What follows belongs to an exercise in optimizing a design on an open flow for small area and a short achievable clock period; a production flow would make more cautious choices.
Power is estimated from default activity; no workload was simulated.

==> run a: inputs <==
## DCIM
module DCIM (
    input clk,
    input rst_n,
    input in_valid,
    input [127:0] in_data1,
    input [127:0] in_data2,
    input [127:0] in_data3,
    input [127:0] in_data4,
    output reg out_valid,
    output reg [12:0] O1,
    output reg [12:0] O2,
    output reg [12:0] O3,
    output reg [12:0] O4
);
export LEC_CHECK = 0
export CAP_MARGIN = 20
export CORE_MARGIN = 2
export CORE_UTILIZATION = 60
export CTS_CLUSTER_DIAMETER = 80
export CTS_CLUSTER_SIZE = 30
export SETUP_SLACK_MARGIN = 0.8
export SLEW_MARGIN = 20
create_clock -name core_clock -period 2.4 [get_ports {clk}]
standard.sh (not shown) runs the stock make flow with config.mk's settings and CLKGATE_MAP_FILE= SYNTH_SCRIPT=/design/flow/synth_recipe.tcl, a recipe that flattens the netlist after the stock synthesis.
==> flow/flow/run.sh <==
#!/bin/bash
# Standard ORFS layout with two changes:
#  - SYNTH_ARGS=-noabc: skip the abc -fast inside Yosys's generic synth, so the
#    full adders written in the RTL reach extract_fa in their plain polarity
#    (no inverters around every full adder); the final liberty abc still runs.
#  - port buffers use buf_1.
set -euo pipefail
bash standard.sh SYNTH_ARGS=-noabc "BUFFER_PORTS_ARGS=-buffer_cell sky130_fd_sc_hd__buf_1" finish > flow_make.log 2>&1
==> run b: changes against run a <==
- CTS_CLUSTER_DIAMETER: 80 -> default
- CTS_CLUSTER_SIZE: 30 -> default
==> run c: changes against run a <==
--- a/flow/design.v
+++ b/flow/design.v
@@ -8,35 +8,33 @@
     input [127:0] in_data4,
     output reg out_valid,
     output reg [12:0] O1,
     output reg [12:0] O2,
     output reg [12:0] O3,
     output reg [12:0] O4
 );
 reg [5:1] v;
-reg [1:0] cnt1;
-reg [1:0] cnt2;
-reg [1:0] cnt3;
-reg [1:0] cnt4;
+reg [1:0] cnt;
 reg l5, l6;
-reg keep1;
-reg keep2;
-reg keep3;
-reg keep4;
+reg keepa1, keepc1;
+reg keepa2, keepc2;
+reg keepa3, keepc3;
+reg keepa4, keepc4;
 always @(posedge clk or negedge rst_n) begin
     if (!rst_n) begin
-        v <= 5'd0; l5 <= 1'b0; l6 <= 1'b0; out_valid <= 1'b0; O1 <= 13'd0; cnt1 <= 2'd0; keep1 <= 1'b0; O2 <= 13'd0; cnt2 <= 2'd0; keep2 <= 1'b0; O3 <= 13'd0; cnt3 <= 2'd0; keep3 <= 1'b0; O4 <= 13'd0; cnt4 <= 2'd0; keep4 <= 1'b0;
+        v <= 5'd0; cnt <= 2'd0; l5 <= 1'b0; l6 <= 1'b0; out_valid <= 1'b0; O1 <= 13'd0; keepa1 <= 1'b0; keepc1 <= 1'b0; O2 <= 13'd0; keepa2 <= 1'b0; keepc2 <= 1'b0; O3 <= 13'd0; keepa3 <= 1'b0; keepc3 <= 1'b0; O4 <= 13'd0; keepa4 <= 1'b0; keepc4 <= 1'b0;
     end else begin
         v <= {v[4:1], in_valid};
-        if (v[5]) begin cnt1 <= cnt1 + 2'd1; keep1 <= ~(&cnt1); end
-        if (v[5]) begin cnt2 <= cnt2 + 2'd1; keep2 <= ~(&cnt2); end
-        if (v[5]) begin cnt3 <= cnt3 + 2'd1; keep3 <= ~(&cnt3); end
-        if (v[5]) begin cnt4 <= cnt4 + 2'd1; keep4 <= ~(&cnt4); end
-        l5 <= v[5] & (&cnt1);
+        if (v[5]) cnt <= cnt + 2'd1;
+        if (v[5]) begin keepa1 <= ~(&cnt); keepc1 <= ~(&cnt); end
+        if (v[5]) begin keepa2 <= ~(&cnt); keepc2 <= ~(&cnt); end
+        if (v[5]) begin keepa3 <= ~(&cnt); keepc3 <= ~(&cnt); end
+        if (v[5]) begin keepa4 <= ~(&cnt); keepc4 <= ~(&cnt); end
+        l5 <= v[5] & (&cnt);
         l6 <= l5;
         out_valid <= l6;
         O1 <= l6 ? Q1 : 13'd0;
         O2 <= l6 ? Q2 : 13'd0;
         O3 <= l6 ? Q3 : 13'd0;
         O4 <= l6 ? Q4 : 13'd0;
     end
 end
@@ -326,18 +324,18 @@
 assign S1_w[4] = p1_r3[5] ^ S1_w_n11;
 assign S1_w[5] = S1_w_p5 ^ S1_w_n20;
 assign S1_w[6] = S1_w_p6 ^ S1_w_n23;
 assign S1_w[7] = S1_w_p7 ^ S1_w_n26;
 assign S1_w[8] = S1_w_n29;
 reg [8:0] S1_r4;
 always @(posedge clk) S1_r4 <= S1_w;
 reg [12:0] as1, ac1;
-wire [12:0] ga1 = {as1[11:0], 1'b0} & {13{keep1}};
-wire [12:0] gc1 = {ac1[11:0], 1'b0} & {13{keep1}};
+wire [12:0] ga1 = {as1[11:0], 1'b0} & {13{keepa1}};
+wire [12:0] gc1 = {ac1[11:0], 1'b0} & {13{keepc1}};
 wire a1_s0 = S1_r4[0];
 wire a1_c0 = 1'b0;
 wire a1_s1 = S1_r4[1] ^ ga1[1] ^ gc1[1];
 wire a1_c1 = (ga1[1] & gc1[1]) | (S1_r4[1] & (ga1[1] ^ gc1[1]));
 wire a1_s2 = S1_r4[2] ^ ga1[2] ^ gc1[2];
 wire a1_c2 = (ga1[2] & gc1[2]) | (S1_r4[2] & (ga1[2] ^ gc1[2]));
 wire a1_s3 = S1_r4[3] ^ ga1[3] ^ gc1[3];
 wire a1_c3 = (ga1[3] & gc1[3]) | (S1_r4[3] & (ga1[3] ^ gc1[3]));
@@ -758,18 +756,18 @@
 assign S2_w[4] = p2_r3[5] ^ S2_w_n11;
 assign S2_w[5] = S2_w_p5 ^ S2_w_n20;
 assign S2_w[6] = S2_w_p6 ^ S2_w_n23;
 assign S2_w[7] = S2_w_p7 ^ S2_w_n26;
 assign S2_w[8] = S2_w_n29;
 reg [8:0] S2_r4;
 always @(posedge clk) S2_r4 <= S2_w;
 reg [12:0] as2, ac2;
-wire [12:0] ga2 = {as2[11:0], 1'b0} & {13{keep2}};
-wire [12:0] gc2 = {ac2[11:0], 1'b0} & {13{keep2}};
+wire [12:0] ga2 = {as2[11:0], 1'b0} & {13{keepa2}};
+wire [12:0] gc2 = {ac2[11:0], 1'b0} & {13{keepc2}};
 wire a2_s0 = S2_r4[0];
 wire a2_c0 = 1'b0;
 wire a2_s1 = S2_r4[1] ^ ga2[1] ^ gc2[1];
 wire a2_c1 = (ga2[1] & gc2[1]) | (S2_r4[1] & (ga2[1] ^ gc2[1]));
 wire a2_s2 = S2_r4[2] ^ ga2[2] ^ gc2[2];
 wire a2_c2 = (ga2[2] & gc2[2]) | (S2_r4[2] & (ga2[2] ^ gc2[2]));
 wire a2_s3 = S2_r4[3] ^ ga2[3] ^ gc2[3];
 wire a2_c3 = (ga2[3] & gc2[3]) | (S2_r4[3] & (ga2[3] ^ gc2[3]));
@@ -1190,18 +1188,18 @@
 assign S3_w[4] = p3_r3[5] ^ S3_w_n11;
 assign S3_w[5] = S3_w_p5 ^ S3_w_n20;
 assign S3_w[6] = S3_w_p6 ^ S3_w_n23;
 assign S3_w[7] = S3_w_p7 ^ S3_w_n26;
 assign S3_w[8] = S3_w_n29;
 reg [8:0] S3_r4;
 always @(posedge clk) S3_r4 <= S3_w;
 reg [12:0] as3, ac3;
-wire [12:0] ga3 = {as3[11:0], 1'b0} & {13{keep3}};
-wire [12:0] gc3 = {ac3[11:0], 1'b0} & {13{keep3}};
+wire [12:0] ga3 = {as3[11:0], 1'b0} & {13{keepa3}};
+wire [12:0] gc3 = {ac3[11:0], 1'b0} & {13{keepc3}};
 wire a3_s0 = S3_r4[0];
 wire a3_c0 = 1'b0;
 wire a3_s1 = S3_r4[1] ^ ga3[1] ^ gc3[1];
 wire a3_c1 = (ga3[1] & gc3[1]) | (S3_r4[1] & (ga3[1] ^ gc3[1]));
 wire a3_s2 = S3_r4[2] ^ ga3[2] ^ gc3[2];
 wire a3_c2 = (ga3[2] & gc3[2]) | (S3_r4[2] & (ga3[2] ^ gc3[2]));
 wire a3_s3 = S3_r4[3] ^ ga3[3] ^ gc3[3];
 wire a3_c3 = (ga3[3] & gc3[3]) | (S3_r4[3] & (ga3[3] ^ gc3[3]));
@@ -1622,18 +1620,18 @@
 assign S4_w[4] = p4_r3[5] ^ S4_w_n11;
 assign S4_w[5] = S4_w_p5 ^ S4_w_n20;
 assign S4_w[6] = S4_w_p6 ^ S4_w_n23;
 assign S4_w[7] = S4_w_p7 ^ S4_w_n26;
 assign S4_w[8] = S4_w_n29;
 reg [8:0] S4_r4;
 always @(posedge clk) S4_r4 <= S4_w;
 reg [12:0] as4, ac4;
-wire [12:0] ga4 = {as4[11:0], 1'b0} & {13{keep4}};
-wire [12:0] gc4 = {ac4[11:0], 1'b0} & {13{keep4}};
+wire [12:0] ga4 = {as4[11:0], 1'b0} & {13{keepa4}};
+wire [12:0] gc4 = {ac4[11:0], 1'b0} & {13{keepc4}};
 wire a4_s0 = S4_r4[0];
 wire a4_c0 = 1'b0;
 wire a4_s1 = S4_r4[1] ^ ga4[1] ^ gc4[1];
 wire a4_c1 = (ga4[1] & gc4[1]) | (S4_r4[1] & (ga4[1] ^ gc4[1]));
 wire a4_s2 = S4_r4[2] ^ ga4[2] ^ gc4[2];
 wire a4_c2 = (ga4[2] & gc4[2]) | (S4_r4[2] & (ga4[2] ^ gc4[2]));
 wire a4_s3 = S4_r4[3] ^ ga4[3] ^ gc4[3];
 wire a4_c3 = (ga4[3] & gc4[3]) | (S4_r4[3] & (ga4[3] ^ gc4[3]));
- CTS_CLUSTER_DIAMETER: 80 -> default
- CTS_CLUSTER_SIZE: 30 -> default
==> run summary <==
Run a ran to the end with no violations. Run b passed the timing, DRC and antenna checks. Run c finished with timing, DRC and antenna clean.
Between run a and run b, the lower worst hold slack is in run b (gap 0.025 ns).
Clock power, lowest first: run a, run c, run b.
Of run a and run c, run c has the higher utilization (gap 2.9 points).
Setup slack: run b > run c > run a.
Die area is the same in run a and run b.
Area after synthesis is the same in run a and run b.
Global-route usage: run b > run a > run c.
Clock-buffer cell count: run a < run c < run b.
The lowest via count belongs to run a, the highest to run b.
Sequential power is about the same in run c and run b.
First-iteration DRC count: run a > run c > run b.
==> figures <==
item	run c	run b	run a
Result of the run	timing/DRC/antenna clean	timing/DRC/antenna clean	timing/DRC/antenna clean
Worst-Skew Late Latency	0.61 ns	0.60 ns	0.59 ns
Cell depth of the worst setup path	4	6	6
Portion of the clock cycle consumed by the worst path in the final layout	69.8%	69.2%	71.2%
Power in combinational cells	15.7 mW	15.0 mW	15.3 mW
Skew final	0.0167 ns	0.0257 ns	0.0141 ns
Per-cell via count in the routed design	4.83	4.87	4.87
Fin Hold WS	0.220 ns	0.198 ns	0.223 ns
Compound-gate portion of the synthesized area	2.68%	2.77%	2.77%
Met1 usage in global routing	25.7%	27.2%	26.6%
Int Pwr	30.3 mW	30.2 mW	26.9 mW
Count of vias placed by the detailed router	14000	14100	13800
Mean post-synth cell area	17.3 sq um	17.3 sq um	17.3 sq um
Clock slew at reported path FFs	0.06 ns	0.06 ns	0.11 ns
Multi-input gate share of total cell area	42.7%	42.6%	44.4%
Number of antenna violations at the first check in global routing	0	1	4
Wire length per cell after detailed routing	16.4 microns	17.4 microns	17.3 microns
Clock network area share	5.88%	6.12%	2.74%
Multi-input gate area	14600 sq um	14500 sq um	14700 sq um
Synthesized instance count	1583	1603	1603
Clk sink count	631	640	640
Growth of design area from synthesis to finish	24.7%	22.6%	19.0%
Floorplan die width	218 microns	219 microns	219 microns
No run of this note included a check of the RTL's function; only the layout flow was run.

## afterwards: timing with drivers on the ports
In the flow no input, the clock included, has a driving cell. The finished layouts below were timed again as built, in two steps. Step 1 sets driving cells, clkbuf_16 on the clock port and buf_2 on the other inputs (assumed; they add their load-dependent delay and slew). Step 2, shift: input delay + t, output delay - t, t = (earliest + latest rising clock arrival at the registers) / 2. This alone moves slack from input paths to output paths. Three values: no drivers, after step 1, after step 2; two values: the first two.
run | shift t [ns] | slack for setup (ns) | hold WS [ns] | clock arrival spread, ns | worst data-port slew with drivers (ns)
run a | 0.643 | 0.691 / 0.691 / 0.212 | 0.223 / 0.188 / 0.329 | 0.018 / 0.018 | 0.10
run b | 0.659 | 0.739 / 0.693 / 0.194 | 0.198 / 0.157 / 0.317 | 0.033 / 0.033 | 0.09
run c | 0.649 | 0.726 / 0.700 / 0.246 | 0.220 / 0.191 / 0.317 | 0.021 / 0.021 | 0.06
After both steps setup and hold are still met in every run listed. The setup slack of run b, which loses most, moves by -0.046 ns with the drivers and by -0.545 ns with both steps.
